Source: an optimization exercise on an open RTL-to-GDS flow (aim: small area). Production flows keep margins and buffers that such runs may drop.
Where RTL was checked, it was by simulation tests only, not by an equivalence proof against the original.
Function not checked in run 2: the RTL went through the layout flow alone.
Power figures rest on the tool's default switching activity, not on a simulated workload.

## flow/config.mk

```make
export PLATFORM = sky130hd
export DESIGN_NAME = arya
export DESIGN_NICKNAME = arya
export VERILOG_FILES = /design/flow/design.v
export SDC_FILE = /design/flow/constraint.sdc
export NUM_CORES = 4
export LEC_CHECK = 0
export CAP_MARGIN = 20
export CORE_MARGIN = 2
export CORE_UTILIZATION = 45
export CTS_CLUSTER_DIAMETER = 80
export CTS_CLUSTER_SIZE = 20
export PLACE_DENSITY = 0.6
export SLEW_MARGIN = 20
```

## flow/constraint.sdc

```tcl
create_clock -name core_clock -period 7.0 [get_ports {clk}]
set_input_delay 1.4000 -clock core_clock [delete_from_list [all_inputs] [get_ports {clk}]]
set_output_delay 1.4000 -clock core_clock [all_outputs]
set_load 0.01 [all_outputs]
```

## flow/design.v

```verilog
`timescale 1ns / 1ps
module arya (
	input clk,
	input reset,
	input en,
	output [7:0] imem_addr_out,
	input [31:0] imem_data_in,
	input [63:0] datamem_data_in,
	input [1:0] start_thread,
	input [1:0] debug_commands,
	input [1:0] action_data_in,
	input action_wen,
	input [0:0] action_thread_id_in,
	output [15:0] datamem_addr_out,
	output [127:0] datamem_data_out,
	output [1:0] datamem_we_out,
	output [0:0] thread_id_out,
	output [1:0] thread_busy,
	output [1:0] thread_done,
	output reg [31:0] halt_counter_out
);
reg tid;
always @(posedge clk) tid <= reset ? 1'b0 : ~tid;
reg [7:0] pc0, pc1;
reg [5:0] tc0, tc1;           
assign thread_busy = {|tc1, |tc0};
assign thread_done = {tc1[5], tc0[5]};
always @(posedge clk) begin
	if (reset) tc0 <= 6'd0;
	else if (tc0 == 6'd0) tc0 <= {5'd0, start_thread[0]};
	else if (tc0[5]) tc0 <= 6'd0;
	else tc0 <= tc0 + 6'd1;
	if (reset) tc1 <= 6'd0;
	else if (tc1 == 6'd0) tc1 <= {5'd0, start_thread[1]};
	else if (tc1[5]) tc1 <= 6'd0;
	else tc1 <= tc1 + 6'd1;
end
wire em_br;
reg em_tid;
reg [6:0] em_target;
always @(posedge clk) begin
	if (reset || thread_done[0]) pc0 <= 8'd0;
	else if (en && thread_busy[0]) begin
		if (em_br && !em_tid) pc0[7:1] <= em_target;
		else pc0 <= pc0 + 8'd1;
	end
	if (reset || thread_done[1]) pc1 <= 8'd0;
	else if (en && thread_busy[1]) begin
		if (em_br && em_tid) pc1[7:1] <= em_target;
		else pc1 <= pc1 + 8'd1;
	end
end
assign imem_addr_out = {tid, tid ? pc1[7:1] : pc0[7:1]};
reg fd_tid;
always @(posedge clk)
	if (reset) fd_tid <= 1'b0;
	else if (en) fd_tid <= tid;
wire [31:0] inst = imem_data_in;
wire halt = &inst[31:26];
wire [5:0] ctl = halt ? 6'd0 : inst[31:26];
always @(posedge clk)
	if (reset) halt_counter_out <= 32'd0;
	else if (halt) halt_counter_out <= halt_counter_out + 32'd1;
reg [5:0] de_ctl;
reg [15:0] de_imm;
reg [3:0] de_r1a, de_r2a;
reg de_tid;
always @(posedge clk) begin
	if (reset) begin
		de_ctl <= 6'd0;
		de_imm[3:0] <= 4'd0;
		de_tid <= 1'b0;
	end else if (en) begin
		de_ctl <= ctl;
		de_imm[3:0] <= inst[3:0];
		de_tid <= fd_tid;
	end
	if (en) begin
		de_imm[15:4] <= inst[15:4];
		de_r1a <= inst[24:21];
		de_r2a <= inst[19:16];
	end
end
wire de_wr_en = de_ctl[5];
wire de_beq = de_ctl[4];
wire de_bneq = de_ctl[3];
wire de_imm_sel = de_ctl[2];
wire de_mem_write = de_ctl[1];
wire de_mem_reg_sel = de_ctl[0];
reg [63:0] rf [0:15];
wire [15:0] oh1 = 16'd1 << de_r1a;
wire [15:0] oh2 = 16'd1 << de_r2a;
reg [63:0] rd1, rd2;
integer k;
always @(*) begin
	rd1 = 64'd0; rd2 = 64'd0;
	for (k = 0; k < 16; k = k + 1) begin
		rd1 = rd1 | (rf[k] & {64{oh1[k]}});
		rd2 = rd2 | (rf[k] & {64{oh2[k]}});
	end
end
reg pw_v;
reg [3:0] pw_a;
reg [63:0] pw_d;
reg pa0_v, pa1_v;
reg [1:0] pa0_d, pa1_d;
reg mw_wr_en, mw_mem_reg_sel, mw_tid;
reg [3:0] mw_wr_addr;
reg [63:0] mw_accum;
wire wena = mw_wr_en && en;
wire [63:0] wdata = mw_mem_reg_sel ? datamem_data_in : mw_accum;
wire act0 = action_wen && !wena && !action_thread_id_in[0];
wire act1 = action_wen && !wena && action_thread_id_in[0];
always @(posedge clk) begin
	if (reset) begin
		pw_v <= 1'b0;
		pa0_v <= 1'b0;
		pa1_v <= 1'b0;
	end else if (en) begin
		pw_v <= wena;
		pa0_v <= act0;
		pa1_v <= act1;
	end else begin
		if (act0) pa0_v <= 1'b1;
		if (act1) pa1_v <= 1'b1;
	end
	if (en) begin
		pw_a <= mw_wr_addr;
		pw_d <= wdata;
	end
	if (act0) pa0_d <= action_data_in;
	if (act1) pa1_d <= action_data_in;
end
wire [63:0] wd0 = reset ? 64'd0 : pw_d;
genvar r;
generate
	for (r = 0; r < 16; r = r + 1) begin : row
		wire act = (r == 6 || r == 7) ? pa0_v : (r == 14 || r == 15) ? pa1_v : 1'b0;
		wire [1:0] ad = (r < 8) ? pa0_d : pa1_d;
		wire [63:0] aval = (r == 6 || r == 14) ? 64'hFF00FFFFFFFFFFFF : {14'd0, ad, 48'd0};
		wire we = reset || (en && (act || (pw_v && pw_a == r)));
		wire [63:0] d = (act && !reset) ? aval : wd0;
		always @(posedge clk)
			if (we) rf[r] <= d;
	end
endgenerate
wire [63:0] a = rd1;
wire [63:0] b = de_imm_sel ? {{48{de_imm[15]}}, de_imm} : rd2;
wire [3:0] alu_ctrl = de_imm_sel ? 4'd1 : (de_beq || de_bneq) ? 4'd2 : de_imm[3:0];
wire sub = (alu_ctrl == 4'd2) || (alu_ctrl == 4'd7);
wire e_s = (alu_ctrl == 4'd1) || (alu_ctrl == 4'd2);    
wire e_g = (alu_ctrl == 4'd3) || (alu_ctrl == 4'd4);    
wire e_p = (alu_ctrl == 4'd4) || (alu_ctrl == 4'd6);    
wire e_n = (alu_ctrl == 4'd5);
wire e_l = (alu_ctrl == 4'd8);
wire e_r = (alu_ctrl == 4'd9);
wire e_k = (alu_ctrl == 4'd0);
wire e_lt = (alu_ctrl == 4'd7);
wire [63:0] bx = b ^ {64{sub}};
wire [63:0] p = a ^ bx;
wire [63:0] g = a & bx;
reg [63:0] G, P;
integer l, i;
always @(*) begin
	G = g;
	P = p;
	G[0] = g[0] | (p[0] & sub);
	for (l = 1; l < 64; l = l * 2)
		for (i = 2 * l - 1; i < 64; i = i + 2 * l) begin
			G[i] = G[i] | (P[i] & G[i - l]);
			P[i] = P[i] & P[i - l];
		end
	for (l = 16; l >= 1; l = l / 2)
		for (i = 3 * l - 1; i < 64; i = i + 2 * l) begin
			G[i] = G[i] | (P[i] & G[i - l]);
			P[i] = P[i] & P[i - l];
		end
end
wire [63:0] cin = {G[62:0], sub};
wire [63:0] accum = (p ^ (cin & {64{e_s}})) & {64{e_s | e_p}}
	| (g & {64{e_g}})
	| (~a & {64{e_n}})
	| ({a[62:0], 1'b0} & {64{e_l}})
	| ({1'b0, a[63:1]} & {64{e_r}})
	| (64'hdeafdeafdeafdeaf & {64{e_k}})
	| {63'd0, e_lt & ~G[63]};
wire [3:0] wr_addr = de_imm_sel ? de_r2a : de_imm[14:11];
reg [63:0] em_accum, em_store;
reg [3:0] em_wr_addr;
reg em_wr_en, em_mem_write, em_mem_reg_sel, em_beq, em_bneq, em_valid;
always @(posedge clk) begin
	if (reset) begin
		em_valid <= 1'b0;
		em_wr_en <= 1'b0;
		em_mem_write <= 1'b0;
		em_beq <= 1'b0;
		em_bneq <= 1'b0;
		em_tid <= 1'b0;
	end else if (en) begin
		em_valid <= 1'b1;
		em_wr_en <= de_wr_en;
		em_mem_write <= de_mem_write;
		em_beq <= de_beq;
		em_bneq <= de_bneq;
		em_tid <= de_tid;
	end
	if (en) begin
		em_accum <= accum;
		em_store <= rd2;
		em_wr_addr <= wr_addr;
		em_mem_reg_sel <= de_mem_reg_sel;
		em_target <= de_imm[6:0];
	end
end
wire em_zero = ~|em_accum;
assign em_br = (em_beq && em_zero) || (em_bneq && !em_zero);
wire o1 = em_valid & em_tid;
wire o0 = em_valid & ~em_tid;
assign datamem_addr_out = {em_accum[7:0] & {8{o1}}, em_accum[7:0] & {8{o0}}};
assign datamem_data_out = {em_store & {64{o1}}, em_store & {64{o0}}};
assign datamem_we_out = {em_tid & em_mem_write, ~em_tid & em_mem_write};
always @(posedge clk) begin
	if (reset) begin
		mw_wr_en <= 1'b0;
		mw_tid <= 1'b0;
	end else if (en) begin
		mw_wr_en <= em_wr_en;
		mw_tid <= em_tid;
	end
	if (en) begin
		mw_wr_addr <= em_wr_addr;
		mw_mem_reg_sel <= em_mem_reg_sel;
		mw_accum <= em_accum;
	end
end
assign thread_id_out = mw_tid;
endmodule
```

## flow/run.sh

```bash
#!/bin/bash
# synth_recipe.tcl (not shown) runs the flow's synth.tcl, then flattens the netlist and writes it again
# the make line also repeats each setting of config.mk as NAME=value (left out here)
make -C /OpenROAD-flow-scripts/flow DESIGN_CONFIG=/design/flow/config.mk WORK_HOME=/design/flow/orfs CLKGATE_MAP_FILE= SYNTH_SCRIPT=/design/flow/synth_recipe.tcl finish
```

==> qor.yml, run 1 <==
status: "timing/DRC/antenna clean"
ys_warn_count: 2
setup_viol: 0
cts_inserted_buffers: 83
synth_commonest_cells: "edfxtp_1, nor2_1, a221oi_1, a22o_1, clkbuf_1"
vias: 52131
cap_violations: 0
synth_top_area_share_pct: 60.6
dp_hpwl_um: 164000
htree_levels: 3
yosys_most_used_dff: "edfxtp_1"
crit_path_start_kind: "flip-flop"
hp-class: "reg2reg"
synth-edff-count: 1325
fp-row-count: 140
grt_pass1_wl_um: 370000
slew_violations: 0
rsz0062_at_grt: "no"
ir_worst_vdd_v: 0.000234
fin_ws_ps: 520
crit_arrival_ps: 6950
synthToLayoutAreaGrowth_pct: 13.6
endpoint_kind: "flip-flop"
drtIter0Drc: 9972
layout.nets: 5535
gp_congestion: 0.965
critPathKind: "reg2reg"
grt_max_degree: 94
syn_avg_cell_area_um2: 12.8
start_util_pct: 45.2
wl_per_cell_um: 36.9
synth_nets: 5321
worst_pin_slew_ps: 1250
power.total_uw: 20300
hold_viol: 0
cts_tree: "built"
slew_headroom_pct: 16.6
power.leakage_uw: 0.0262
worstPathRequired_ps: 7470
clkSinkCount: 1409
die_h_um: 386
port_buffers: 293
ys_seq_area_share_pct: 63.1
fin_crit_sh_pct: 92.6
cts-resized-gates: 0
power_density_mw_per_mm2: 272
drtPass1Iterations: 9
dieWidth_um: 386
grt_pass1_vias: 48249
synthCells: 5143
dp_worst_setup_slack_ps: 780
die_area_mm2: 0.149
post_cts_buffers: 0
synth_most_common_cell: "edfxtp_1"
via_per_inst: 7.13
overflow: 0
ctsHoldBuffers: 0
core_mm2: 0.145
ys_ff_latch: 1409
yosys.cell_types.count: 80
max_freq_mhz: 154
nFillCells: 12338
ant_nets: 0
yosys-top-cells-area: "edfxtp_1, a221oi_1, a22o_1"
routed_wl_um: 270000
cts_buffer_depth: 3
syn_area_mm2: 0.0657
crit_fanout: 12
yosysTopAreaCell: "edfxtp_1"
setup-tns-final_ps: 0
path_clk_slew_ps: 80
synthArstFlopShare_pct: 0
drive_gt1_share_pct: 9.23
period_needed_ps: 6480
drc: 0
clk_latency_ps: 730
grt_antenna_before_repair: 9
grt_usage_pct: 35.1
pin_count: 298
cts_root_buffer: "clkbuf_16"
clock_skew_ps: 24.3
through the flow:
step,util [%],std cells,hold WS [ps],area [um2]
after global placement,49.7,7189,402,72300
after CTS,51.3,7302,421,74600
after floorplan,-,5143,400,65700
final,51.3,7310,425,74600
after global routing,51.3,7306,430,74600
after detailed placement,49.7,7189,405,72300
cell families (layout without fill, tap and decap cells):
family	Yosys count	after routing	synth area share [%]
AOI/OAI and AO/OA	1532	1532	18.1
xor gates and xnor gates	126	126	1.68
adders and majority gates	71	71	1.35
buffers and inverters	494	736	2.87
DFF	1409	1409	63.1
muxes	151	151	2.49
other	0	8	0
and+or+nand+nor	1360	1360	10.4
critical path: stages (launching register included):
cell	delay [ps]
edfxtp_1	690
nand2_1	390
nor2_4	740
buf_4	280
buf_4	190
a221oi_1	110
nand4_1	430
mux2i_1	190
xnor2_1	180
ha_1	370
nand4_1	210
nor3_1	290
a221oi_1	140
o21ai_0	390
a2bb2oi_1	200
buf_12	200
a211o_1	290
a31oi_1	260
a2111oi_0	170
buf_4	160
or3_1	310
power by group:
group          internal, uW  switching [uW]  total (uW)
combinational          1470            2900        4370
clock                  2260            2850        5110
sequential            10300             583       10800
final timing paths:
path	start	end	slack [ps]	cells past startpoint
worst max-delay path	de_r2a[1]	em_accum[0]	520	20
worst min-delay path	mw_wr_addr[1]	pw_a[1]	430	0
worst min register to register	mw_wr_addr[1]	pw_a[1]	430	0
worst max register to register	de_r2a[1]	em_accum[0]	520	20
sequential cells by signal (all words and copies together), names as in the netlist, 7 cells and up:
signal and count:
halt_counter_out 32, pc0 8, rf 1024, em_store 64
pw_d 64, de_imm 16, mw_accum 64, em_accum 64
em_target 7, pc1 8
layout by cell type (no fill, tap or decap), types with 82 or more instances in the layout:
cell type,count
mux2_2,83
edfxtp_1,1325
clkbuf_16,85
nand3_1,142
a22oi_1,323
and3_1,91
xnor2_1,82
inv_1,104
buf_4,179
clkdlybuf4s50_1,291
and2_1,191
a22o_1,344
nor2_1,440
nand4_1,120
o21ai_0,138
nand2_1,144
a221oi_1,383
a21oi_1,137
layer usage:
layer / track usage [%] / vias up / share of wire, %
met3: 8.85 / 917 / 13
met1: 46.7 / 25681 / 36
li1: - / 20914 / -
met2: 50.3 / 4617 / 42
met5: 0 / - / 0.0026
met4: 24.8 / 2 / 8.7
cell type report:
class	count	area, um2	area share, %
Clock buffer	97	2170	2.91
Inverter	106	398	0.533
Sequential cell	1409	41500	55.6
Antenna cell	8	20.0	0.0268
Tap cell	1917	2400	3.21
Multi-Input combinational cell	3240	22800	30.5
Timing Repair Buffer	517	5190	6.95
Clock inverter	16	178	0.238
==> inputs of run 2 (changes only) <==
--- a/flow/design.v
+++ b/flow/design.v
@@ -148,42 +148,23 @@
 wire [63:0] b = de_imm_sel ? {{48{de_imm[15]}}, de_imm} : rd2;
 wire [3:0] alu_ctrl = de_imm_sel ? 4'd1 : (de_beq || de_bneq) ? 4'd2 : de_imm[3:0];
 wire sub = (alu_ctrl == 4'd2) || (alu_ctrl == 4'd7);
-wire e_s = (alu_ctrl == 4'd1) || (alu_ctrl == 4'd2);    
-wire e_g = (alu_ctrl == 4'd3) || (alu_ctrl == 4'd4);    
-wire e_p = (alu_ctrl == 4'd4) || (alu_ctrl == 4'd6);    
-wire e_n = (alu_ctrl == 4'd5);
-wire e_l = (alu_ctrl == 4'd8);
-wire e_r = (alu_ctrl == 4'd9);
-wire e_k = (alu_ctrl == 4'd0);
-wire e_lt = (alu_ctrl == 4'd7);
-wire [63:0] bx = b ^ {64{sub}};
-wire [63:0] p = a ^ bx;
-wire [63:0] g = a & bx;
-reg [63:0] G, P;
-integer l, i;
+wire [64:0] sum = {1'b0, a} + {1'b0, b ^ {64{sub}}} + {64'd0, sub};
+reg [63:0] accum;
 always @(*) begin
-	G = g;
-	P = p;
-	G[0] = g[0] | (p[0] & sub);
-	for (l = 1; l < 64; l = l * 2)
-		for (i = 2 * l - 1; i < 64; i = i + 2 * l) begin
-			G[i] = G[i] | (P[i] & G[i - l]);
-			P[i] = P[i] & P[i - l];
-		end
-	for (l = 16; l >= 1; l = l / 2)
-		for (i = 3 * l - 1; i < 64; i = i + 2 * l) begin
-			G[i] = G[i] | (P[i] & G[i - l]);
-			P[i] = P[i] & P[i - l];
-		end
-end
-wire [63:0] cin = {G[62:0], sub};
-wire [63:0] accum = (p ^ (cin & {64{e_s}})) & {64{e_s | e_p}}
-	| (g & {64{e_g}})
-	| (~a & {64{e_n}})
-	| ({a[62:0], 1'b0} & {64{e_l}})
-	| ({1'b0, a[63:1]} & {64{e_r}})
-	| (64'hdeafdeafdeafdeaf & {64{e_k}})
-	| {63'd0, e_lt & ~G[63]};
+	case (alu_ctrl)
+	4'd0: accum = 64'hdeafdeafdeafdeaf;
+	4'd1: accum = sum[63:0];
+	4'd2: accum = sum[63:0];
+	4'd3: accum = a & b;
+	4'd4: accum = a | b;
+	4'd5: accum = ~a;
+	4'd6: accum = a ^ b;
+	4'd7: accum = {63'd0, ~sum[64]};
+	4'd8: accum = {a[62:0], 1'b0};
+	4'd9: accum = {1'b0, a[63:1]};
+	default: accum = 64'd0;
+	endcase
+end
 wire [3:0] wr_addr = de_imm_sel ? de_r2a : de_imm[14:11];
 reg [63:0] em_accum, em_store;
 reg [3:0] em_wr_addr;
==> qor.yml, run 2 <==
cp_common_cell: "a21oi_1"
power_density_mw_per_mm2: 279  # +2.6%
max_freq_mhz: 149  # -3.7%
ys_warn_count: 2  # unchanged
setup_viol: 0  # unchanged
period_needed_ps: 6730  # +252 ps
die_h_um: 396  # +2.6%
path_clk_slew_ps: 90  # about the same
status: "timing/DRC/antenna clean"
crit_fanout: 31  # +19
synth_most_common_cell: "edfxtp_1"
ant_nets: 0  # unchanged
port_buffers: 293  # unchanged
fp-row-count: 143  # +2.1%
core_mm2: 0.152  # +4.7%
via_per_inst: 6.97  # -2.2%
path_cells: "nand2b_1, nor3_2, buf_12, buf_4, a22oi_1, nand4_1, nor2_1, inv_1, ha_1, a21oi_1, o2111ai_1, a31oi_4, nor4_4, o21ai_2, a2111oi_2, a211oi_1, o31a_1, o21bai_2, a21oi_1, or4b_1"
setup-tns-final_ps: 0  # unchanged
wl_per_cell_um: 36.8  # -0.47%
gp_congestion: 0.983  # +2.0%
slew_headroom_pct: 14.4  # -2.3 points
power.leakage_uw: 0.0289  # +10%
hold_viol: 0  # unchanged
synth_commonest_cells: "edfxtp_1, nor2_1, clkbuf_1, a22oi_1, a221oi_1"
synthCells: 5638  # +9.6%
fin_crit_sh_pct: 96.2  # +3.6 points
yosys-top-cells-area: "edfxtp_1, a221oi_1, a22oi_1"
cts_tree: "built"
routed_wl_um: 295000  # +9.1%
largest_reg_flops: 1024  # unchanged
synth_nets: 5944  # +12%
yosysTopAreaCell: "edfxtp_1"
dp.cells: 7877  # +9.6%
grt_antenna_before_repair: 6  # -3
grt_pass1_vias: 52110  # +8.0%
worstPathRequired_ps: 7490  # +20 ps
htree_levels: 3  # unchanged
endpoint_kind: "flip-flop"
die_area_mm2: 0.157  # +5.2%
grt_max_degree: 124  # +32%
worst_pin_slew_ps: 1280  # +29.5 ps
crit_arrival_ps: 7220  # +270 ps
fin_cells: 8016  # +9.7%
yosys_most_used_dff: "edfxtp_1"
final_common_cell: "edfxtp_1"
nFillCells: 12978  # +5.2%
worst_path_largest_cell_delay_ps: 800  # +60 ps
synthArstFlopShare_pct: 0  # unchanged
clock_skew_ps: 50.6  # +26.3 ps
ys_seq_area_share_pct: 60.0  # -3.2 points
clk_latency_ps: 760  # +30 ps
cp_num_buf_inv: 3  # -1
critPathKind: "reg2reg"
grt_pass1_wl_um: 404000  # +9.4%
cts_root_buffer: "clkbuf_16"
start_util_pct: 45.4  # +0.24 points
slew_violations: 0  # unchanged
vias: 55886  # +7.2%
synth-edff-count: 1325  # unchanged
yosys.cell_types.count: 87  # +8.8%
top_register: "rf"
grt_usage_pct: 36.4  # +1.3 points
drive_gt1_share_pct: 10.6  # +1.3 points
synth_top_area_share_pct: 57.5  # -3.0 points
cts_buffer_depth: 3  # unchanged
dieWidth_um: 396  # +2.6%
cp_slowest_cell: "edfxtp_1"
layout.nets: 6244  # +13%
clkSinkCount: 1409  # unchanged
drtPass1Iterations: 7  # -2
dp_hpwl_um: 191000  # +17%
ys_ff_latch: 1409  # unchanged
syn_area_mm2: 0.0692  # +5.3%
syn_avg_cell_area_um2: 12.3  # -4.0%
path_delay_family: "compound AO/OA/AOI/OAI gates"
pin_count: 298  # unchanged
drtIter0Drc: 10410  # +4.4%
final_cell_mix: "edfxtp_1, nor2_1, a22oi_1, a221oi_1, a22o_1"
drc: 0  # unchanged
overflow: 0  # unchanged
crit_path_start_kind: "flip-flop"
cap_violations: 0  # unchanged
ir_worst_vdd_v: 0.000217  # -7.2%
cts_inserted_buffers: 86  # +3.6%
synthToLayoutAreaGrowth_pct: 14.6
rsz0062_at_grt: "no"
hp-class: "reg2reg"
run 2: changes by cell type after synthesis, moves of 38 or more:
cell,before,now
inv_1,104,186
a21oi_1,138,185
a22oi_1,323,371
ha_1,71,198
clkbuf_1,340,378
xor2_1,44,82
run 2: where the power goes:
group          switching, uW  leakage, uW  internal, uW
Clock                   2920      0.00126          2490
Combinational           3780       0.0135          1990
Sequential               675       0.0141         10300
run 2: per-stage QoR:
stage | worst slack, ps | power (uW) | instance area [um2] | util [%] | hold WS, ps
2_1_floorplan | 1090 | 13900 | 69200 | - | 400
6_report | 268 | 22100 | 79200 | 52.0 | 411
3_3_place_gp | 384 | 16600 | 76600 | 50.3 | 401
3_5_place_dp | 358 | 16700 | 76600 | 50.3 | 406
5_1_grt | 57.1 | 22800 | 79200 | 52.0 | 415
4_1_cts | 336 | 22000 | 79200 | 52.0 | 416
run 2: kinds of logic (layout without fill, tap and decap cells):
family	Yosys count	after routing	synth area share, %
multiplexers	124	124	1.93
adder cells (fa/ha/maj)	199	199	3.61
other	0	8	0
flip-flops	1409	1409	60.0
AND/OR/NAND/NOR	1446	1446	10.6
AO/OA/AOI/OAI	1697	1697	18.6
XOR/XNOR	149	149	1.89
buffers and inverters	614	954	3.38
run 2: repair_timing:
item | in CTS | in global routing
endpoints found under the setup margin | 0 | 1
gates resized for setup | 0 | 1
hold buffers | 0 | 0
buffers inserted | 0 | 3
run 2: routing by layer:
metal  up-vias  routed length (um)  GRT usage, %  share of wire (%)
li1      22743                   -             -                  -
met1     27411              110000          49.2                 37
met2      4860              122000          52.2                 42
met3       866               39600          9.58                 13
met4         6               22700          22.9                7.7
met5         -                  31             0              0.011
run 2: cell type report:
cell class	instances	area, um2	area share (%)
Sequential cell	1409	41500	52.4
Multi-Input combinational cell	3615	25800	32.6
Timing Repair Buffer	639	6070	7.65
Tap cell	2030	2540	3.21
Clock buffer	103	2270	2.86
Inverter	187	702	0.886
Clock inverter	25	355	0.448
Antenna cell	8	20.0	0.0253
run 2: final timing paths:
path / depth (start not counted) / slack, ps / to / startpoint
worst max-delay path: 20 / 270 / em_accum[0] / de_r1a[0]
worst min register to register: 0 / 410 / mw_wr_addr[2] / em_wr_addr[2]
worst min-delay path: 0 / 410 / mw_wr_addr[2] / em_wr_addr[2]
worst max register to register: 20 / 270 / em_accum[0] / de_r1a[0]
run 2: worst register-to-register path, delay by kind of cell (launching register included):
family	cells	cell delay, ps
compound gates	10	2340
simple gates	6	2160
buf+inv	3	760
fa+ha+maj	1	440
flops	1	800
==> inputs of run 3 (changes only) <==
--- a/flow/design.v
+++ b/flow/design.v
@@ -148,23 +148,42 @@
 wire [63:0] b = de_imm_sel ? {{48{de_imm[15]}}, de_imm} : rd2;
 wire [3:0] alu_ctrl = de_imm_sel ? 4'd1 : (de_beq || de_bneq) ? 4'd2 : de_imm[3:0];
 wire sub = (alu_ctrl == 4'd2) || (alu_ctrl == 4'd7);
-wire [64:0] sum = {1'b0, a} + {1'b0, b ^ {64{sub}}} + {64'd0, sub};
-reg [63:0] accum;
+wire e_s = (alu_ctrl == 4'd1) || (alu_ctrl == 4'd2);    
+wire e_g = (alu_ctrl == 4'd3) || (alu_ctrl == 4'd4);    
+wire e_p = (alu_ctrl == 4'd4) || (alu_ctrl == 4'd6);    
+wire e_n = (alu_ctrl == 4'd5);
+wire e_l = (alu_ctrl == 4'd8);
+wire e_r = (alu_ctrl == 4'd9);
+wire e_k = (alu_ctrl == 4'd0);
+wire e_lt = (alu_ctrl == 4'd7);
+wire [63:0] bx = b ^ {64{sub}};
+wire [63:0] p = a ^ bx;
+wire [63:0] g = a & bx;
+reg [63:0] G, P;
+integer l, i;
 always @(*) begin
-	case (alu_ctrl)
-	4'd0: accum = 64'hdeafdeafdeafdeaf;
-	4'd1: accum = sum[63:0];
-	4'd2: accum = sum[63:0];
-	4'd3: accum = a & b;
-	4'd4: accum = a | b;
-	4'd5: accum = ~a;
-	4'd6: accum = a ^ b;
-	4'd7: accum = {63'd0, ~sum[64]};
-	4'd8: accum = {a[62:0], 1'b0};
-	4'd9: accum = {1'b0, a[63:1]};
-	default: accum = 64'd0;
-	endcase
-end
+	G = g;
+	P = p;
+	G[0] = g[0] | (p[0] & sub);
+	for (l = 1; l < 64; l = l * 2)
+		for (i = 2 * l - 1; i < 64; i = i + 2 * l) begin
+			G[i] = G[i] | (P[i] & G[i - l]);
+			P[i] = P[i] & P[i - l];
+		end
+	for (l = 16; l >= 1; l = l / 2)
+		for (i = 3 * l - 1; i < 64; i = i + 2 * l) begin
+			G[i] = G[i] | (P[i] & G[i - l]);
+			P[i] = P[i] & P[i - l];
+		end
+end
+wire [63:0] cin = {G[62:0], sub};
+wire [63:0] accum = (p ^ (cin & {64{e_s}})) & {64{e_s | e_p}}
+	| (g & {64{e_g}})
+	| (~a & {64{e_n}})
+	| ({a[62:0], 1'b0} & {64{e_l}})
+	| ({1'b0, a[63:1]} & {64{e_r}})
+	| (64'hdeafdeafdeafdeaf & {64{e_k}})
+	| {63'd0, e_lt & ~G[63]};
 wire [3:0] wr_addr = de_imm_sel ? de_r2a : de_imm[14:11];
 reg [63:0] em_accum, em_store;
 reg [3:0] em_wr_addr;
==> flow/flow/run.sh (new file) <==
#!/bin/bash
# Layout flow: the standard ORFS flow with two changes.
#  1. Synthesis is the standard synthesis script (synth_recipe.tcl) except that
#     ABC maps the combinational logic with an area-oriented script
#     (flow/abc_area.script); the flip-flops are mapped before ABC runs, so
#     the registers are the standard synthesis's.
#  2. Port buffers are sky130_fd_sc_hd__buf_1 cells (every input and output
#     port still gets its buffer).
# Everything else (floorplan, power grid, tap cells, placement, CTS, routing,
# finish) is standard.sh's make run. Each tool's output goes to the ORFS logs
# under orfs/logs; make's own output goes to flow_make.log here.
set -euo pipefail
W=$(pwd)
{
	echo "proc abc {args} { set i [lsearch \$args -script]; if {\$i >= 0} { lset args [expr {\$i + 1}] {$W/flow/abc_area.script} }; yosys abc {*}\$args }"
	cat "$W/synth_recipe.tcl"
} > "$W/own_synth.tcl"
sed -e "s#SYNTH_SCRIPT=[^ ]*#SYNTH_SCRIPT=$W/own_synth.tcl#" \
	-e "s#\"\${@:-finish}\"#'BUFFER_PORTS_ARGS=-buffer_cell sky130_fd_sc_hd__buf_1' \"\${@:-finish}\"#" \
	"$W/standard.sh" > "$W/own_standard.sh"
grep -q own_synth.tcl "$W/own_standard.sh"
grep -q BUFFER_PORTS_ARGS "$W/own_standard.sh"
bash "$W/own_standard.sh" > "$W/flow_make.log" 2>&1
test -f "$W/out/final.def"
==> flow/flow/abc_area.script (new file) <==
strash
&get -n
&st
&dch
&nf -a
&put
==> flow/standard.sh (new file) <==
#!/bin/bash
# synth_recipe.tcl (not shown) runs the flow's synth.tcl, then flattens the netlist and writes it again
# the make line also repeats each setting of config.mk as NAME=value (left out here)
make -C /OpenROAD-flow-scripts/flow DESIGN_CONFIG=/design/flow/config.mk WORK_HOME=/design/flow/orfs CLKGATE_MAP_FILE= SYNTH_SCRIPT=/design/flow/synth_recipe.tcl "${@:-finish}"
removed: flow/run.sh
==> qor.yml, run 3 <==
status: "timing/DRC/antenna clean"
synthArstFlopShare_pct: 0  # unchanged
crit_fanout: 9  # -71%
critPathKind: "reg2reg"
utilization_pct: 52.4  # +0.35 points
cts_root_buffer: "clkbuf_16"
dp_hpwl_um: 146000  # -23%
dieWidth_um: 375  # -5.3%
rrSetupSlack_ps: 100  # -170 ps
synth-edff-count: 1325  # unchanged
cts_tree: "built"
top_layer_used: "met5"
cap_violations: 0  # unchanged
ir_worst_vdd_v: 0.000201  # -7.8%
top_register: "rf"
r2r_cells: 26  # +30%
path_depth: 26  # +30%
cts_buffer_depth: 3  # unchanged
power.leakage_uw: 0.0257  # -11%
pin_count: 298  # unchanged
slew_violations: 0  # unchanged
r2r-start: "de_r2a[2]"
yosysTopAreaCell: "edfxtp_1"
dr_wl_met3_um: 31300  # -21%
synthCells: 4457  # -21%
dp_worst_setup_slack_ps: -55.2  # -413 ps
syn_avg_cell_area_um2: 13.9  # +13%
htree_levels: 3  # unchanged
drtIter0Drc: 9229  # -11%
drc: 0  # unchanged
clock_skew_ps: 36.4  # -14.1 ps
crit_path_start_kind: "flip-flop"
cp_slowest_cell: "o31ai_4"
period_needed_ps: 6900  # +171 ps
synth_top_family_by_area: "compound AO/OA/AOI/OAI gates"
yosys-top-cells-area: "edfxtp_1, a222oi_1, nand2_1"
largest_reg_flops: 1024  # unchanged
synth.area.mux_share_pct: 1.81  # -0.11 points
holdCritStartpoint: "em_wr_addr[3]"
drtPass1Iterations: 13  # +6
synth-adder-area-share_pct: 1.43  # -2.2 points
hp-class: "reg2reg"
fin_crit_sh_pct: 98.6  # +2.4 points
synth_nets: 4635  # -22%
synth_commonest_cells: "edfxtp_1, nand2_1, a222oi_1, nor2_1, a221o_1"
syn_area_mm2: 0.0620  # -10%
slew_headroom_pct: 21.0  # +6.6 points
die_h_um: 375  # -5.3%
met1_length_um: 88100  # -20%
synth_most_common_cell: "edfxtp_1"
yosys.cell_types.count: 54  # -38%
endpoint: "em_accum[0]"
yosys_most_used_dff: "edfxtp_1"
grt_pass1_wl_um: 333000  # -18%
endpoint_kind: "flip-flop"
power.total_uw: 20100  # -9.3%
cp_common_cell: "a221o_1"
synth_compound_area_share_pct: 16.2  # -2.4 points
synthToLayoutAreaGrowth_pct: 15.9
path_delay_family: "compound AO/OA/AOI/OAI gates"
grt_pass1_vias: 46504  # -11%
ys_ff_latch: 1409  # unchanged
crit_start: "de_r2a[2]"
cp_num_buf_inv: 5  # +2
max_freq_mhz: 145  # -2.5%
worstPathRequired_ps: 7420  # -70 ps
synth_simple_gate_area_share_pct: 11.1  # +0.47 points
drive_gt1_share_pct: 10.7  # +0.096 points
final_common_cell: "edfxtp_1"
synth_top_area_share_pct: 64.1  # +6.6 points
die_area_mm2: 0.141  # -10%
ys_seq_area_share_pct: 66.9  # +6.9 points
power_density_mw_per_mm2: 279  # about the same
worst_path_largest_cell_delay_ps: 560  # -240 ps
path_clk_slew_ps: 80  # about the same
holdWs_ps: 414  # +2.50 ps
r2r-end: "em_accum[0]"
start_util_pct: 45.2  # -0.20 points
port_buffers: 293  # unchanged
ys_warn_count: 2  # unchanged
overflow: 0  # unchanged
via_per_inst: 6.97  # about the same
fin_ws_ps: 97.6  # -171 ps
fp-row-count: 136  # -4.9%
wl_met2_um: 107000  # -12%
gp_congestion: 0.889  # -9.6%
core_mm2: 0.137  # -9.9%
vias: 48943  # -12%
routed_wl_um: 238000  # -19%
final_cell_mix: "edfxtp_1, nand2_1, a222oi_1, buf_4, buf_1"
setup_viol: 0  # unchanged
worst_pin_slew_ps: 1180  # -97.9 ps
crit_arrival_ps: 7330  # +110 ps
wl_per_cell_um: 33.9  # -7.8%
cts_inserted_buffers: 87  # +1.2%
layout.nets: 5361  # -14%
ant_nets: 0  # unchanged
hold_viol: 0  # unchanged
yosys.area_share.xor_xnor_pct: 2.08  # +0.19 points
clk_latency_ps: 740  # -20 ps
grt_antenna_before_repair: 13  # +7
grt_usage_pct: 32.7  # -3.7 points
rsz0062_at_grt: "yes"
grt_max_degree: 111  # -10%
clkSinkCount: 1409  # unchanged
-- run 3: cell families after synthesis --
logic type / count (synthesis)
simple gates: 1413
flops: 1409
compound gates: 1225
xor+xnor: 147
mux: 103
buf+inv: 89
fa+ha+maj: 71
-- run 3: area by class of cell --
class	count	area, um2
inverter	86	323
timing repair buffer	640	4280
fill	11693	65300
sequential	1409	41500
clock inverter	23	245
clock buffer	103	2300
multi-input combinational	2959	21000
tap	1794	2240
antenna	7	17.5
-- run 3: layer usage --
layer,vias up,global-route usage (%)
li1,20180,-
met1,24292,43.2
met2,3774,51.3
met3,687,8.16
met4,10,14.5
met5,-,0
-- run 3: per-stage QoR --
| step | area, um2 | instances | TNS (ps) |
|---|---|---|---|
| 2_1_floorplan | 62400 | 4457 | 0 |
| 3_3_place_gp | 69100 | 6879 | -103 |
| 3_5_place_dp | 69100 | 6880 | -134 |
| 4_1_cts | 71600 | 7006 | 0 |
| 5_1_grt | 71800 | 7014 | -72.7 |
| 6_report | 71900 | 7021 | 0 |
-- run 3: what timing repair did --
action                     4_1_cts  5_1_grt
setup endpoints to repair        6       18
pin swaps                        2       25
hold buffers                     0        0
gates cloned                     0        0
gates resized for setup          5       37
buffers inserted                 0        7
-- run 3: worst min path at each step --
stage,to,slack [ps],depth (start not counted)
floorplan,mw_mem_reg_sel,400,0
global placement,pw_a[2],400,0
detailed placement,mw_wr_addr[1],410,0
CTS,mw_wr_addr[3],410,0
global route,mw_wr_addr[2],420,0
finish,mw_wr_addr[3],410,0
-- run 3: power by group --
part | switching, uW | internal (uW)
Sequential | 423 | 10200
Combinational | 2620 | 1560
Clock | 2890 | 2410
==> inputs of run 4 (changes only) <==
--- a/flow/design.v
+++ b/flow/design.v
@@ -63,7 +63,7 @@
 	else if (halt) halt_counter_out <= halt_counter_out + 32'd1;
 reg [5:0] de_ctl;
 reg [15:0] de_imm;
-reg [3:0] de_r1a, de_r2a;
+reg [3:0] de_h1, de_l1, de_h2, de_l2;    
 reg de_tid;
 always @(posedge clk) begin
 	if (reset) begin
@@ -77,8 +77,10 @@
 	end
 	if (en) begin
 		de_imm[15:4] <= inst[15:4];
-		de_r1a <= inst[24:21];
-		de_r2a <= inst[19:16];
+		de_h1 <= 4'd1 << inst[24:23];
+		de_l1 <= 4'd1 << inst[22:21];
+		de_h2 <= 4'd1 << inst[19:18];
+		de_l2 <= 4'd1 << inst[17:16];
 	end
 end
 wire de_wr_en = de_ctl[5];
@@ -88,15 +90,24 @@
 wire de_mem_write = de_ctl[1];
 wire de_mem_reg_sel = de_ctl[0];
 reg [63:0] rf [0:15];
-wire [15:0] oh1 = 16'd1 << de_r1a;
-wire [15:0] oh2 = 16'd1 << de_r2a;
+reg ov6, ov7, ov14, ov15;
+reg [1:0] ad7, ad15;
+wire [15:0] oh1 = {{4{de_h1[3]}}, {4{de_h1[2]}}, {4{de_h1[1]}}, {4{de_h1[0]}}} & {4{de_l1}};
+wire [15:0] oh2 = {{4{de_h2[3]}}, {4{de_h2[2]}}, {4{de_h2[1]}}, {4{de_h2[0]}}} & {4{de_l2}};
+wire [3:0] de_r2a = {de_h2[3] | de_h2[2], de_h2[3] | de_h2[1], de_l2[3] | de_l2[2], de_l2[3] | de_l2[1]};
+wire [15:0] keep = ~{ov15, ov14, 6'd0, ov7, ov6, 6'd0};
+wire [63:0] ovv1 = ((oh1[6] & ov6) | (oh1[14] & ov14) ? 64'hFF00FFFFFFFFFFFF : 64'd0)
+	| {14'd0, (oh1[7] & ov7 ? ad7 : 2'd0) | (oh1[15] & ov15 ? ad15 : 2'd0), 48'd0};
+wire [63:0] ovv2 = ((oh2[6] & ov6) | (oh2[14] & ov14) ? 64'hFF00FFFFFFFFFFFF : 64'd0)
+	| {14'd0, (oh2[7] & ov7 ? ad7 : 2'd0) | (oh2[15] & ov15 ? ad15 : 2'd0), 48'd0};
 reg [63:0] rd1, rd2;
 integer k;
 always @(*) begin
-	rd1 = 64'd0; rd2 = 64'd0;
+	rd1 = ovv1;
+	rd2 = ovv2;
 	for (k = 0; k < 16; k = k + 1) begin
-		rd1 = rd1 | (rf[k] & {64{oh1[k]}});
-		rd2 = rd2 | (rf[k] & {64{oh2[k]}});
+		rd1 = rd1 | (rf[k] & {64{oh1[k] & keep[k]}});
+		rd2 = rd2 | (rf[k] & {64{oh2[k] & keep[k]}});
 	end
 end
 reg pw_v;
@@ -135,15 +146,36 @@
 genvar r;
 generate
 	for (r = 0; r < 16; r = r + 1) begin : row
-		wire act = (r == 6 || r == 7) ? pa0_v : (r == 14 || r == 15) ? pa1_v : 1'b0;
-		wire [1:0] ad = (r < 8) ? pa0_d : pa1_d;
-		wire [63:0] aval = (r == 6 || r == 14) ? 64'hFF00FFFFFFFFFFFF : {14'd0, ad, 48'd0};
-		wire we = reset || (en && (act || (pw_v && pw_a == r)));
-		wire [63:0] d = (act && !reset) ? aval : wd0;
+		wire we = reset || (en && pw_v && pw_a == r);
 		always @(posedge clk)
-			if (we) rf[r] <= d;
+			if (we) rf[r] <= wd0;
 	end
 endgenerate
+always @(posedge clk) begin
+	if (reset) begin
+		ov6 <= 1'b0;
+		ov7 <= 1'b0;
+		ov14 <= 1'b0;
+		ov15 <= 1'b0;
+	end else if (en) begin
+		if (pa0_v) begin
+			ov6 <= 1'b1;
+			ov7 <= 1'b1;
+		end else begin
+			if (pw_v && pw_a == 4'd6) ov6 <= 1'b0;
+			if (pw_v && pw_a == 4'd7) ov7 <= 1'b0;
+		end
+		if (pa1_v) begin
+			ov14 <= 1'b1;
+			ov15 <= 1'b1;
+		end else begin
+			if (pw_v && pw_a == 4'd14) ov14 <= 1'b0;
+			if (pw_v && pw_a == 4'd15) ov15 <= 1'b0;
+		end
+	end
+	if (en && pa0_v) ad7 <= pa0_d;
+	if (en && pa1_v) ad15 <= pa1_d;
+end
 wire [63:0] a = rd1;
 wire [63:0] b = de_imm_sel ? {{48{de_imm[15]}}, de_imm} : rd2;
 wire [3:0] alu_ctrl = de_imm_sel ? 4'd1 : (de_beq || de_bneq) ? 4'd2 : de_imm[3:0];
@@ -185,7 +217,7 @@
 	| (64'hdeafdeafdeafdeaf & {64{e_k}})
 	| {63'd0, e_lt & ~G[63]};
 wire [3:0] wr_addr = de_imm_sel ? de_r2a : de_imm[14:11];
-reg [63:0] em_accum, em_store;
+reg [63:0] em_accum, em_store_n;    
 reg [3:0] em_wr_addr;
 reg em_wr_en, em_mem_write, em_mem_reg_sel, em_beq, em_bneq, em_valid;
 always @(posedge clk) begin
@@ -206,7 +238,7 @@
 	end
 	if (en) begin
 		em_accum <= accum;
-		em_store <= rd2;
+		em_store_n <= ~rd2;
 		em_wr_addr <= wr_addr;
 		em_mem_reg_sel <= de_mem_reg_sel;
 		em_target <= de_imm[6:0];
@@ -217,7 +249,7 @@
 wire o1 = em_valid & em_tid;
 wire o0 = em_valid & ~em_tid;
 assign datamem_addr_out = {em_accum[7:0] & {8{o1}}, em_accum[7:0] & {8{o0}}};
-assign datamem_data_out = {em_store & {64{o1}}, em_store & {64{o0}}};
+assign datamem_data_out = {~em_store_n & {64{o1}}, ~em_store_n & {64{o0}}};
 assign datamem_we_out = {em_tid & em_mem_write, ~em_tid & em_mem_write};
 always @(posedge clk) begin
 	if (reset) begin
--- a/flow/flow/run.sh
+++ b/flow/flow/run.sh
@@ -1,7 +1,7 @@
 #!/bin/bash
 # Layout flow: the standard ORFS flow with two changes.
 #  1. Synthesis is the standard synthesis script (synth_recipe.tcl) except that
-#     ABC maps the combinational logic with an area-oriented script
+#     ABC maps the combinational logic with an area-oriented script (balanced first)
 #     (flow/abc_area.script); the flip-flops are mapped before ABC runs, so
 #     the registers are the standard synthesis's.
 #  2. Port buffers are sky130_fd_sc_hd__buf_1 cells (every input and output
==> flow/flow/abc_area.script (replaced) <==
strash
&get -n
&st
&b -d
&dch
&nf -R 20
&put
--- a/flow/config.mk
+++ b/flow/config.mk
@@ -7,8 +7,10 @@
 export LEC_CHECK = 0
 export CAP_MARGIN = 20
 export CORE_MARGIN = 2
-export CORE_UTILIZATION = 45
-export CTS_CLUSTER_DIAMETER = 80
-export CTS_CLUSTER_SIZE = 20
-export PLACE_DENSITY = 0.6
+export CORE_UTILIZATION = 65
+export CTS_BUF_LIST = sky130_fd_sc_hd__clkbuf_8
+export CTS_CLUSTER_DIAMETER = 60
+export CTS_CLUSTER_SIZE = 14
+export PLACE_DENSITY = 0.75
+export SETUP_SLACK_MARGIN = 0.1
 export SLEW_MARGIN = 20
==> qor.yml, run 4 <==
cts_inserted_buffers: 119  # +37%
ant_nets: 0  # unchanged
rsz0062_at_grt: "no"
grt_pass1_vias: 46939  # +0.94%
p_int_uw: 13400  # -5.0%
power.total_uw: 19400  # -3.6%
crit_path_start_kind: "flip-flop"
synthToLayoutAreaGrowth_pct: 10.4
dp_worst_setup_slack_ps: 634  # +689 ps
yosys.cell_types.count: 53  # -1.9%
final_cell_mix: "edfxtp_1, nand2_1, a22oi_1, a222oi_1, buf_1"
routed_wl_um: 223000  # -6.3%
power.leakage_uw: 0.0229  # -11%
p_comb_share_pct: 20.7  # about the same
ir_worst_vdd_v: 0.000235  # +17%
clock_skew_ps: 52.1  # +15.7 ps
fin_ws_ps: 284  # +186 ps
via_per_inst: 7.89  # +13%
crit_arrival_ps: 7260  # -70 ps
p_seq_share_pct: 55.2  # +2.4 points
cts_buffer_depth: 3  # unchanged
htree_levels: 3  # unchanged
clk_latency_ps: 870  # +130 ps
cts_tree: "built"
cts-resized-gates: 0  # -5
synthArstFlopShare_pct: 0  # unchanged
largest_reg_flops: 1024  # unchanged
setup_viol: 0  # unchanged
ys_warn_count: 2  # unchanged
dieWidth_um: 312  # -17%
p_sw_uw: 5920  # -0.34%
clkSinkCount: 1425  # +1.1%
ctsHoldBuffers: 0  # unchanged
pin_count: 298  # unchanged
drtPass1Iterations: 13  # unchanged
endpoint_kind: "flip-flop"
post_cts_buffers: 0  # unchanged
status: "timing/DRC/antenna clean"
path_clk_slew_ps: 90  # about the same
utilization_pct: 72.6  # +20 points
ys_ff_latch: 1425  # +1.1%
holdWs_ps: 423  # +9.11 ps
gp_congestion: 0.939  # +5.6%
drive_gt1_share_pct: 7.26  # -3.4 points
grt_usage_pct: 44.8  # +12 points
yosys-top-cells-area: "edfxtp_1, a222oi_1, a22oi_1"
hp-class: "reg2reg"
synth-edff-count: 1337  # +0.91%
core_mm2: 0.0936  # -32%
final_common_cell: "edfxtp_1"
slew_violations: 0  # unchanged
cap_violations: 0  # unchanged
ys_seq_area_share_pct: 68.1  # +1.2 points
die_h_um: 312  # -17%
setup-tns-final_ps: 0  # unchanged
synth_commonest_cells: "edfxtp_1, nand2_1, a22oi_1, a222oi_1, nor2_1"
vias: 49263  # +0.65%
fin_crit_sh_pct: 95.9  # -2.7 points
synth_nets: 4544  # -2.0%
hold_viol: 0  # unchanged
max_freq_mhz: 149  # +2.8%
period_needed_ps: 6720  # -186 ps
grt_antenna_before_repair: 8  # -5
crit_fanout: 33  # +24
yosys_most_used_dff: "edfxtp_1"
critPathKind: "reg2reg"
syn_avg_cell_area_um2: 14.1  # +1.3%
power_density_mw_per_mm2: 285  # +1.9%
start_util_pct: 65.8  # +21 points
synth_most_common_cell: "edfxtp_1"
die_area_mm2: 0.0972  # -31%
port_buffers: 293  # unchanged
dp_hpwl_um: 128000  # -13%
grt_max_degree: 157  # +41%
pwr-share-clk_pct: 24.1  # -2.3 points
switching_share_pct: 30.6  # +1.0 points
cts_root_buffer: "clkbuf_8"
top_register: "rf"
layout.nets: 5101  # -4.8%
yosysTopAreaCell: "edfxtp_1"
synth_top_area_share_pct: 65.2  # +1.1 points
drtIter0Drc: 12518  # +36%
overflow: 0  # unchanged
grt_pass1_wl_um: 315000  # -5.5%
synthCells: 4366  # -2.0%
worst_pin_slew_ps: 1290  # +107 ps
fp-row-count: 112  # -18%
slew_headroom_pct: 14.1  # -6.9 points
worstPathRequired_ps: 7550  # +130 ps
drc: 0  # unchanged
syn_area_mm2: 0.0616  # -0.73%
wl_per_cell_um: 35.7  # +5.3%
run 4: per-stage QoR:
| stage | cells | area [um2] |
|---|---|---|
| floorplan | 4366 | 61600 |
| global placement | 6053 | 65700 |
| detailed placement | 6053 | 65700 |
| CTS | 6234 | 67900 |
| global route | 6240 | 67900 |
| finish | 6245 | 68000 |
run 4: logic make-up (layout without fill, tap and decap cells):
kind of cell | Yosys count | in the layout | synth area share, %
AND/OR/NAND/NOR | 1220 | 1220 | 9.34
flip-flops | 1425 | 1425 | 68.1
other | 0 | 8 | 0
AO/OA/AOI/OAI | 1345 | 1345 | 17.1
XOR/XNOR | 147 | 147 | 2.09
multiplexers | 87 | 87 | 1.56
adder cells (fa/ha/maj) | 71 | 71 | 1.44
buffers and inverters | 71 | 688 | 0.451
run 4: metal layers:
layer / part of all wire [%] / GRT usage, %
met5: 0.012 / 0
met4: 8.4 / 29.8
met2: 43 / 65.6
met3: 17 / 15.3
met1: 32 / 56.9
run 4: layout make-up:
class                      count  area, um2
fill                        6286      25700
clock inverter                55        443
sequential                  1425      41900
timing repair buffer         439       2260
antenna                        8       20.0
clock buffer                 126       1730
multi-input combinational   2870      19800
tap                         1254       1570
inverter                      68        255
run 4: critical path, cell delays in order (launching register included):
cell	delay [ps]
edfxtp_1	460
and2_4	720
buf_4	500
a22o_1	210
nor4_1	50
and3_1	230
o21ai_0	290
mux2_1	380
a21oi_1	240
nor2_1	80
a211oi_1	380
o21ai_0	410
a211oi_1	430
buf_4	300
o21ai_0	220
nand2_1	160
a21oi_1	130
a31oi_1	240
nor2b_1	80
a21oi_1	150
xor2_1	100
o21ai_0	600
run 4: final timing paths:
path / startpoint / to / slack (ps) / cells past startpoint
min reg2reg: mw_wr_addr[0] / pw_a[0] / 420 / 0
max: de_l2[1] / em_accum[31] / 280 / 21
max reg2reg: de_l2[1] / em_accum[31] / 280 / 21
min: mw_wr_addr[0] / pw_a[0] / 420 / 0
run 4: power groups by stage:
stage,registers (uW),logic [uW],clock network [uW]
after global placement,10800,3710,0
after detailed placement,10800,3770,0
final,10700,4010,4670
after CTS,10600,3790,4630
after global routing,10700,4160,4920
after floorplan,10700,2320,0
==> inputs of run 5 (changes only) <==
--- a/flow/design.v
+++ b/flow/design.v
@@ -188,9 +188,8 @@
 wire e_r = (alu_ctrl == 4'd9);
 wire e_k = (alu_ctrl == 4'd0);
 wire e_lt = (alu_ctrl == 4'd7);
-wire [63:0] bx = b ^ {64{sub}};
-wire [63:0] p = a ^ bx;
-wire [63:0] g = a & bx;
+wire [63:0] p = a ^ b ^ {64{sub}};
+wire [63:0] g = a & ~p;
 reg [63:0] G, P;
 integer l, i;
 always @(*) begin
--- a/flow/config.mk
+++ b/flow/config.mk
@@ -12,5 +12,5 @@
 export CTS_CLUSTER_DIAMETER = 60
 export CTS_CLUSTER_SIZE = 14
 export PLACE_DENSITY = 0.75
-export SETUP_SLACK_MARGIN = 0.1
+export SETUP_SLACK_MARGIN = 0.2
 export SLEW_MARGIN = 20
==> qor.yml, run 5 <==
path_clk_slew_ps: 100  # about the same
ys_seq_area_share_pct: 68.2  # +0.10 points
yosys-top-cells-area: "edfxtp_1, a222oi_1, dfxtp_1"
crit_arrival_ps: 7330  # +70 ps
cts_tree: "built"
vias: 49948  # +1.4%
largest_reg_flops: 1024  # unchanged
p_int_uw: 13300  # -0.72%
drc: 0  # unchanged
ys_ff_latch: 1425  # unchanged
grt_pass1_vias: 46341  # -1.3%
fp-row-count: 112  # unchanged
power.total_uw: 19600  # +1.1%
ys_warn_count: 2  # unchanged
synthArstFlopShare_pct: 0  # unchanged
cts_root_buffer: "clkbuf_8"
synth_nets: 4461  # -1.8%
setup_viol: 0  # unchanged
switching_share_pct: 31.8  # +1.2 points
final_cell_mix: "edfxtp_1, a222oi_1, nand2_1, nor2_1, buf_1"
max_freq_mhz: 148  # -0.43%
overflow: 0  # unchanged
htree_levels: 3  # unchanged
layout.nets: 5041  # -1.2%
critPathKind: "reg2reg"
synth_top_area_share_pct: 65.3  # +0.098 points
synthCells: 4347  # -0.44%
die_h_um: 312  # about the same
setup-tns-final_ps: 0  # unchanged
syn_avg_cell_area_um2: 14.1  # +0.29%
dieWidth_um: 312  # about the same
top_register: "rf"
syn_area_mm2: 0.0615  # -0.15%
worstPathRequired_ps: 7580  # +30 ps
drive_gt1_share_pct: 7.70  # +0.44 points
holdWs_ps: 427  # +4.36 ps
pwr-share-clk_pct: 22.6  # -1.5 points
ir_worst_vdd_v: 0.000197  # -16%
grt_usage_pct: 46.3  # +1.5 points
start_util_pct: 65.8  # about the same
p_sw_uw: 6220  # +5.2%
hold_viol: 0  # unchanged
port_buffers: 293  # unchanged
clock_skew_ps: 54.9  # +2.76 ps
synth_most_common_cell: "edfxtp_1"
core_mm2: 0.0935  # -0.15%
synth-edff-count: 1337  # unchanged
grt_pass1_wl_um: 322000  # +2.3%
nFillCells: 6123  # -2.6%
cap_violations: 0  # unchanged
dp_hpwl_um: 135000  # +6.0%
yosys_most_used_dff: "edfxtp_1"
rsz0062_at_grt: "no"
grt_antenna_before_repair: 7  # -1
synth_commonest_cells: "edfxtp_1, a222oi_1, nand2_1, nor2_1, a22oi_1"
clkSinkCount: 1425  # unchanged
slew_headroom_pct: 13.4  # -0.70 points
fin_crit_sh_pct: 96.4  # +0.42 points
final_common_cell: "edfxtp_1"
die_area_mm2: 0.0971  # -0.15%
p_seq_share_pct: 55.4  # +0.2 points
drtIter0Drc: 12867  # +2.8%
worst_pin_slew_ps: 1280  # -7.91 ps
cts_inserted_buffers: 119  # unchanged
status: "timing/DRC/antenna clean"
power_density_mw_per_mm2: 287  # +0.95%
power.leakage_uw: 0.0230  # +0.76%
yosysTopAreaCell: "edfxtp_1"
crit_fanout: 20  # -39%
wl_per_cell_um: 37.1  # +3.8%
drtPass1Iterations: 14  # +1
via_per_inst: 8.00  # +1.4%
worstHoldPathCells: 0  # unchanged
clk_latency_ps: 870  # about the same
p_comb_share_pct: 22.0  # +1.3 points
synthToLayoutAreaGrowth_pct: 10.7
ant_nets: 0  # unchanged
worst_path_largest_cell_delay_ps: 700  # -20 ps
yosys.cell_types.count: 56  # +5.7%
period_needed_ps: 6750  # +29.2 ps
endpoint_kind: "flip-flop"
cp_slowest_cell: "nor2_4"
path_cells: "nand2_1, nor2_4, buf_4, a222oi_1, nand4_1, nor2_1, a21boi_0, xnor2_2, o21ai_0, o21ai_0, o31ai_1, or3_1, o2111ai_1, a211oi_1, nand3_1, a211oi_2, o41a_1, o21ai_2, o211ai_1, xnor2_1, o221ai_1"
r2r_cells: 21  # unchanged
routed_wl_um: 232000  # +3.9%
slew_violations: 0  # unchanged
cp_common_cell: "o21ai_0"
gp_congestion: 1.02  # +8.8%
cts_buffer_depth: 3  # unchanged
hp-class: "reg2reg"
pin_count: 298  # unchanged
grt_max_degree: 138  # -12%
crit_path_start_kind: "flip-flop"
==> run 5: cell count changes in the layout (fill, tap and decap cells not counted), moves of 30 or more <==
| cell | delta |
|---|---|
| ha_1 | -64 |
| a21boi_0 | +34 |
| o21ai_0 | -39 |
| a222oi_1 | +58 |
| clkinv_1 | -30 |
| a22oi_1 | -110 |
| a2111oi_0 | -40 |
| nor2_1 | +52 |
| nand2_1 | -53 |
| xnor2_1 | +64 |
==> run 5: timing repair <==
action,4_1_cts,5_1_grt
hold buffers,0,0
hold endpoints to repair,0,0
resized for setup,0,6
setup buffers,0,3
setup endpoints to repair,0,4
==> run 5: cells by family after synthesis <==
group	after synthesis	share of synthesized area, %
multiplexers	97	1.73
flip-flops	1425	68.2
AO/OA/AOI/OAI	1316	17.1
AND/OR/NAND/NOR	1260	9.69
XOR/XNOR	203	2.89
buffers and inverters	39	0.256
adder cells (fa/ha/maj)	7	0.142
==> run 5: per-stage QoR <==
stage	std cells	worst slack, ps	instance area [um2]	util [%]
6_report	6246	255	68100	72.8
3_5_place_dp	6052	368	65900	70.5
5_1_grt	6241	236	68000	72.8
4_1_cts	6231	284	67900	72.6
2_1_floorplan	4347	226	61500	-
3_3_place_gp	6052	562	65900	70.5
==> run 5: cell type report <==
cell class	instances	area (um2)	area share, %
tap	1254	1570	2.31
multi-input combinational	2884	19800	29.2
antenna	7	17.5	0.0257
inverter	36	138	0.202
clock inverter	58	320	0.471
timing repair buffer	461	2590	3.81
clock buffer	121	1670	2.45
sequential	1425	41900	61.6
==> run 5: final timing paths <==
kind                                     from             to  slack (ps)
worst min register to register  em_wr_addr[1]  mw_wr_addr[1]         430
worst min-delay path            em_wr_addr[1]  mw_wr_addr[1]         430
worst max register to register       de_l2[3]   em_accum[63]         250
worst max-delay path                 de_l2[3]   em_accum[63]         250
==> run 5: worst max-delay path: cells and delay by family (launching register included) <==
kind                      cells  cell delay, ps
DFF                           1             530
AOI/OAI and AO/OA            12            3070
and+or+nand+nor               6            1830
xor gates and xnor gates      2             480
buffers and inverters         1             520
==> run 5: routing by layer <==
layer | share of wire (%) | vias to the layer above | GRT usage (%)
li1 | - | 19584 | -
met1 | 32 | 23420 | 60.5
met2 | 42 | 5597 | 66.3
met3 | 18 | 1343 | 15.8
met4 | 8.5 | 4 | 30.4
met5 | 0.010 | - | 0
==> run 5: power by group through the flow <==
| stage | Combinational, uW | Sequential [uW] | Clock, uW |
|---|---|---|---|
| 5_1_grt | 4450 | 10900 | 4670 |
| 6_report | 4300 | 10800 | 4420 |
| 2_1_floorplan | 2530 | 10700 | 0 |
| 3_5_place_dp | 4010 | 11000 | 0 |
| 3_3_place_gp | 3940 | 11000 | 0 |
| 4_1_cts | 4030 | 10800 | 4380 |
==> inputs of run 6 (changes only) <==
==> flow/flow/abc_area.script (replaced) <==
strash
&get -n
&st
&b -d
&dch
&nf -R 20 -C 32 -F 8 -A 4
&put
==> qor.yml, run 6 <==
ctsHoldBuffers: 0  # unchanged
vias: 49373  # -1.2%
path_clk_slew_ps: 90  # about the same
yosys_most_used_dff: "edfxtp_1"
die_h_um: 311  # about the same
largest_reg_flops: 1024  # unchanged
core_mm2: 0.0935  # unchanged
cts_inserted_buffers: 117  # -1.7%
power.leakage_uw: 0.0228  # -1.2%
grt_antenna_before_repair: 8  # +1
grt_pass1_wl_um: 319000  # -0.84%
drc: 0  # unchanged
htree_levels: 3  # unchanged
final_cell_mix: "edfxtp_1, a222oi_1, nor2_1, buf_1, nand2_1"
synth_nets: 4386  # -1.7%
start_util_pct: 65.6  # -0.13 points
multiInputGateArea_mm2: 0.0196  # -1.0%
hp-class: "reg2reg"
cp_num_buf_inv: 2  # +1
overflow: 0  # unchanged
routed_wl_um: 226000  # -2.3%
grt_max_degree: 79  # -43%
critPathKind: "reg2reg"
crit_path_start_kind: "flip-flop"
path_delay_family: "compound AO/OA/AOI/OAI gates"
clkSinkCount: 1425  # unchanged
synth_most_common_cell: "edfxtp_1"
synth_commonest_cells: "edfxtp_1, a222oi_1, nor2_1, nand2_1, a22oi_1"
power_density_mw_per_mm2: 285  # -0.85%
die_area_mm2: 0.0969  # -0.20%
synth_top_area_share_pct: 65.4  # +0.13 points
ant_nets: 0  # unchanged
slew_violations: 0  # unchanged
drtPass1Iterations: 14  # unchanged
fp-row-count: 112  # unchanged
pin_count: 298  # unchanged
cts_root_buffer: "clkbuf_8"
slew_headroom_pct: 13.8  # +0.40 points
port_buffers: 293  # unchanged
ys_seq_area_share_pct: 68.3  # +0.13 points
status: "timing/DRC/antenna clean"
syn_avg_cell_area_um2: 14.4  # +1.6%
ys_warn_count: 2  # unchanged
cp_slowest_cell: "o221ai_1"
ir_worst_vdd_v: 0.000197  # +0.30%
place_area_mm2: 0.0657  # -0.28%
synth-edff-count: 1337  # unchanged
gp_congestion: 0.976  # -4.6%
period_needed_ps: 6820  # +70.4 ps
hold_viol: 0  # unchanged
setup-tns-final_ps: 0  # unchanged
crit_arrival_ps: 7330  # about the same
layout.nets: 4966  # -1.5%
cts_tree: "built"
crit_fanout: 19  # -5.0%
seq_area_mm2: 0.0419  # unchanged
synthCells: 4272  # -1.7%
syn_area_mm2: 0.0614  # -0.20%
path_cells: "and2_4, a222oi_1, nand2_1, a2111oi_0, nand4_1, xnor2_1, xor2_1, nand2_1, or4_1, o221ai_1, and3b_1, or4_4, a21oi_1, buf_4, o221ai_1, nand3_1, nand3_1, a21oi_2, buf_4, o221ai_1, o211ai_1"
synthArstFlopShare_pct: 0  # unchanged
dieWidth_um: 311  # about the same
ys_ff_latch: 1425  # unchanged
clk_latency_ps: 850  # -20 ps
clock_skew_ps: 58.0  # +3.15 ps
grt_usage_pct: 45.6  # -0.70 points
yosys.cell_types.count: 59  # +5.4%
fin_crit_sh_pct: 97.4  # +1.0 points
drive_gt1_share_pct: 7.88  # +0.17 points
dp_hpwl_um: 132000  # -2.7%
power.total_uw: 19300  # -1.2%
worst_pin_slew_ps: 1290  # +12.5 ps
grt_pass1_vias: 47022  # +1.5%
top_register: "rf"
final_area_mm2: 0.0678  # -0.34%
max_freq_mhz: 147  # -1.0%
nFillCells: 6282  # +2.6%
cap_violations: 0  # unchanged
r2r-start: "de_h1[1]"
cp_common_cell: "o221ai_1"
endpoint_kind: "flip-flop"
wl_per_cell_um: 36.7  # -0.92%
worst_path_largest_cell_delay_ps: 530  # -170 ps
holdCritStartpoint: "mw_wr_addr[1]"
via_per_inst: 8.02  # +0.23%
cts_buffer_depth: 3  # unchanged
crit_start: "de_h1[1]"
final_common_cell: "edfxtp_1"
setup_viol: 0  # unchanged
rsz0062_at_grt: "no"
yosys-top-cells-area: "edfxtp_1, a222oi_1, a22oi_1"
yosysTopAreaCell: "edfxtp_1"
worstPathRequired_ps: 7510  # -70 ps
drtIter0Drc: 13272  # +3.1%
synthToLayoutAreaGrowth_pct: 10.5
## run 6: changes by cell type after synthesis, sizes merged, moves of 21 or more
cell / change
nand3: -59
nor2: -26
a21oi: +34
a22o: -39
nand2: -57
o21ai: -29
a221oi: -31
and4: +28
nand4: +39
a22oi: +65
a21boi: -43
and3: -21
## run 6: area by class of cell
cell class	count	share of cell area [%]
sequential	1425	61.8
inverter	48	0.268
clock inverter	50	0.529
tap	1254	2.31
timing repair buffer	464	3.73
clock buffer	118	2.39
antenna	5	0.0184
multi-input combinational	2796	28.9
## run 6: worst paths after layout
path                                     to  slack [ps]  cells past startpoint
worst max-delay path            em_accum[0]         180                     21
worst min-delay path                pw_a[1]         430                      0
worst max register to register  em_accum[0]         180                     21
worst min register to register      pw_a[1]         430                      0
## run 6: kinds of logic after synthesis
group,share of synthesized area (%)
DFF,68.3
AOI/OAI and AO/OA,16.8
and+or+nand+nor,9.61
xor gates and xnor gates,3.01
muxes,1.77
buffers and inverters,0.330
adders and majority gates,0.143
## run 6: where the power goes
| part | total, uW | switching (uW) | leakage (uW) | internal (uW) |
|---|---|---|---|---|
| Combinational | 4190 | 2830 | 0.00739 | 1360 |
| Clock | 4460 | 2730 | 0.00114 | 1740 |
| Sequential | 10700 | 438 | 0.0142 | 10200 |
## run 6: worst reg2reg max path, stage by stage, from the launching register on
cell	delay, ps
edfxtp_1	500
and2_4	360
a222oi_1	420
nand2_1	110
a2111oi_0	480
nand4_1	490
xnor2_1	420
xor2_1	250
nand2_1	120
or4_1	520
o221ai_1	460
and3b_1	390
or4_4	240
a21oi_1	90
buf_4	180
o221ai_1	270
nand3_1	100
nand3_1	140
a21oi_2	100
buf_4	140
o221ai_1	530
o211ai_1	180
## run 6: through the flow
step / hold slack [ps] / std cells / util (%) / worst slack (ps)
3_5_place_dp: 407 / 5980 / 70.3 / 70.9
4_1_cts: 437 / 6149 / 72.5 / 313
2_1_floorplan: 400 / 4272 / - / 306
6_report: 429 / 6160 / 72.6 / 184
3_3_place_gp: 402 / 5980 / 70.3 / 108
5_1_grt: 441 / 6157 / 72.6 / 214
## run 6: repair_timing
| action | CTS | global route |
|---|---|---|
| setup buffers | 1 | 6 |
| pin swaps | 0 | 1 |
| endpoints found under the setup margin | 4 | 6 |
| resized for setup | 5 | 7 |
## run 6: metal layers
metal  part of all wire [%]  global-route usage (%)  routed length [um]
met1                     32                    58.2               71400
met2                     42                    65.7               94200
met3                     18                    16.3               41200
met4                    8.6                    31.3               19500
met5                  0.011                       0                  24

==> afterwards: timing with drivers on the ports <==
Ports are ideal in the flow. The routed layouts listed here were re-timed in OpenROAD. Step 1: set_driving_cell puts a clkbuf_16 on clk and a buf_2 on each other input, an assumption about the parent block. Step 2, shift: input delay + t, output delay - t, t = (earliest + latest rising clock arrival at the registers) / 2. This alone moves slack from input paths to output paths. a / b / c = no drivers / after step 1 / after step 2; a / b = the first two.
| run | t, ns | setup slack, ns | worst setup path at the end | worst register clock-pin slew, ns | pins driven straight from the clock port |
|---|---|---|---|---|---|
| run 1 | 0.807 | 0.520 / 0.520 / 0.520 | register to register | 0.09 / 0.09 | 1 |
| run 2 | 0.817 | 0.268 / 0.268 / 0.268 | register to register | 0.09 / 0.09 | 1 |
| run 3 | 0.798 | 0.098 / 0.098 / 0.098 | register to register | 0.09 / 0.09 | 1 |
| run 4 | 0.917 | 0.284 / 0.284 / 0.284 | register to register | 0.10 / 0.10 | 1 |
| run 5 | 0.915 | 0.255 / 0.255 / 0.255 | register to register | 0.10 / 0.10 | 1 |
| run 6 | 0.897 | 0.184 / 0.184 / 0.184 | register to register | 0.11 / 0.11 | 1 |
After both steps setup and hold are still met in every run listed.
